This is an optimization exercise on Yosys and OpenROAD, whose aim is small area and a short achievable clock period, not a production implementation. In this exercise RTL edits were held to simulation tests only and were not proved equivalent to the original. The flow treats the clock pin as an ideal source, which a real chip does not have. Power and IR drop assume default switching activity.

Design mmu, start of the top module:
module mmu(
	   clk, resetb, dm_we,
	   im_addr, im_do, dm_addr, dm_di, dm_do,
	   dm_be, is_signed,
	   im_addr_out, im_data,
	   io_addr, io_en, io_we, io_data_read, io_data_write
	   );
clock: 6.0 ns
lec_check: 0
cap_margin: 20
core_margin: 2
core_utilization: 70
cts_cluster_diameter: 100
cts_cluster_size: 30
place_density: 0.8
setup_slack_margin: 3.1
slew_margin: 20
synth_hierarchical: 1
standard.sh (not shown) runs the stock make flow with config.mk's settings and CLKGATE_MAP_FILE= SYNTH_SCRIPT=/design/flow/synth_recipe.tcl, a recipe that flattens the netlist after the stock synthesis.
==> flow/flow/run.sh <==
#!/bin/bash
set -euo pipefail
export BUFFER_PORTS_ARGS="-buffer_cell sky130_fd_sc_hd__buf_1"
export PRE_IO_PLACEMENT_TCL="$PWD/flow/io.tcl"
export FASTROUTE_TCL="$PWD/flow/fastroute.tcl"
export POST_CTS_TCL="$PWD/flow/post_cts.tcl"
bash standard.sh > standard_make.log 2>&1
==> flow/flow/fastroute.tcl <==
# Global routing layer capacities: reserve more of met1 and met2 for pin
# access, so that global routes use met3 and met4 more.
set_global_routing_layer_adjustment met1 0.45
set_global_routing_layer_adjustment met2 0.3
set_global_routing_layer_adjustment met3-met5 0.15
set_routing_layers -clock met3-met5
set_routing_layers -signal met1-met5
==> flow/flow/post_cts.tcl <==
# After CTS (sourced by ORFS's cts step through POST_CTS_TCL): further setup
# repair in steps of rising margin, then legalize the placement again.
estimate_parasitics -placement
proc my_wns {} { return [sta::time_sta_ui [sta::worst_slack_cmd max]] }
puts "post_cts: start wns [my_wns] area [rsz::design_area]"
foreach m {2.9 3.0 3.1 3.2 3.3 3.4} {
  repair_timing -setup -setup_margin $m -repair_tns 100 -match_cell_footprint -verbose
  puts "post_cts: margin $m wns [my_wns] area [rsz::design_area]"
}
detailed_placement
check_placement -verbose
estimate_parasitics -placement
puts "post_cts: end wns [my_wns] area [rsz::design_area]"
Other scripts of this flow, unchanged in this note and not shown: flow/flow/io.tcl
The starting point passed the timing, design-rule and antenna checks.
Then changed:
==> flow/flow/run.sh (replaced) <==
#!/bin/bash
set -euo pipefail
export BUFFER_PORTS_ARGS="-buffer_cell sky130_fd_sc_hd__buf_2"
export PRE_IO_PLACEMENT_TCL="$PWD/flow/io.tcl"
bash standard.sh > standard_make.log 2>&1
Settings changed: SETUP_SLACK_MARGIN 3.1 to 2.8.
removed: flow/flow/fastroute.tcl
removed: flow/flow/post_cts.tcl
Sequential cell count is unchanged.
Sequential power stays flat.
Via count fell by 1.2%.
Count of clock-buffer cells in the layout grows by 5.
Non-clock buffer count came out lower by 111.
Critical path depth goes up by 1.
Wire length drops by 6.6%.
Worst setup slack got worse by 0.25 ns.
Core utilization falls by 2.5 points.
Power fell by 0.40%.
Then changed:
==> flow/flow/run.sh (replaced) <==
#!/bin/bash
set -euo pipefail
export BUFFER_PORTS_ARGS="-buffer_cell sky130_fd_sc_hd__buf_2"
export PRE_IO_PLACEMENT_TCL="$PWD/flow/io.tcl"
export FASTROUTE_TCL="$PWD/flow/fastroute.tcl"
export POST_CTS_TCL="$PWD/flow/post_cts.tcl"
bash standard.sh > standard_make.log 2>&1
==> flow/flow/fastroute.tcl (new file) <==
# Global routing layer capacities: reserve more of met1 and met2 for pin
# access, so that global routes use met3 and met4 more.
set_global_routing_layer_adjustment met1 0.45
set_global_routing_layer_adjustment met2 0.3
set_global_routing_layer_adjustment met3-met5 0.15
set_routing_layers -clock met3-met5
set_routing_layers -signal met1-met5
==> flow/flow/post_cts.tcl (new file) <==
# After CTS (sourced by ORFS's cts step through POST_CTS_TCL): further setup
# repair in steps of rising margin, then legalize the placement again.
estimate_parasitics -placement
proc my_wns {} { return [sta::time_sta_ui [sta::worst_slack_cmd max]] }
puts "post_cts: start wns [my_wns] area [rsz::design_area]"
foreach m {2.9 3.0 3.1 3.2} {
  repair_timing -setup -setup_margin $m -repair_tns 100 -match_cell_footprint -verbose
  puts "post_cts: margin $m wns [my_wns] area [rsz::design_area]"
}
detailed_placement
check_placement -verbose
estimate_parasitics -placement
puts "post_cts: end wns [my_wns] area [rsz::design_area]"
Outcome: The changed run finished with timing, DRC and antenna clean; design area went up slightly; combinational power grows by a few percent; setup slack gets better by 0.27 ns.

==> separate check: timing with driven ports <==
In the flow no input, the clock included, has a driving cell. The finished layouts below were timed again as built, in two steps.
Step 1 assumes that a clkbuf_16 drives the clock port and a buf_2 every other input.
Step 2 times the ports against the registers' clock, not the clock port: input delays grow and output delays shrink by t, the midpoint of the rising clock arrivals with the driver on.
Slacks: ideal ports / drivers / drivers and shift; pairs: ideal ports / drivers.
| run | t (ns) | setup slack, ns | worst setup path at the end | slew at the worst register clock pin (ns) | cell pins on the clock port's net |
|---|---|---|---|---|---|
| the first run | 0.797 | 2.824 / 2.755 / 1.958 | input to register | 0.12 / 0.12 | 1 |
| the second run | 0.790 | 2.574 / 2.621 / 1.832 | input to register | 0.12 / 0.12 | 1 |
| the third run | 0.800 | 2.845 / 2.803 / 2.089 | input to register | 0.12 / 0.12 | 1 |
After both steps setup and hold are still met in every run listed. The setup slack of the first run, which loses most, moves by -0.069 ns with the drivers and by -0.866 ns with both steps.
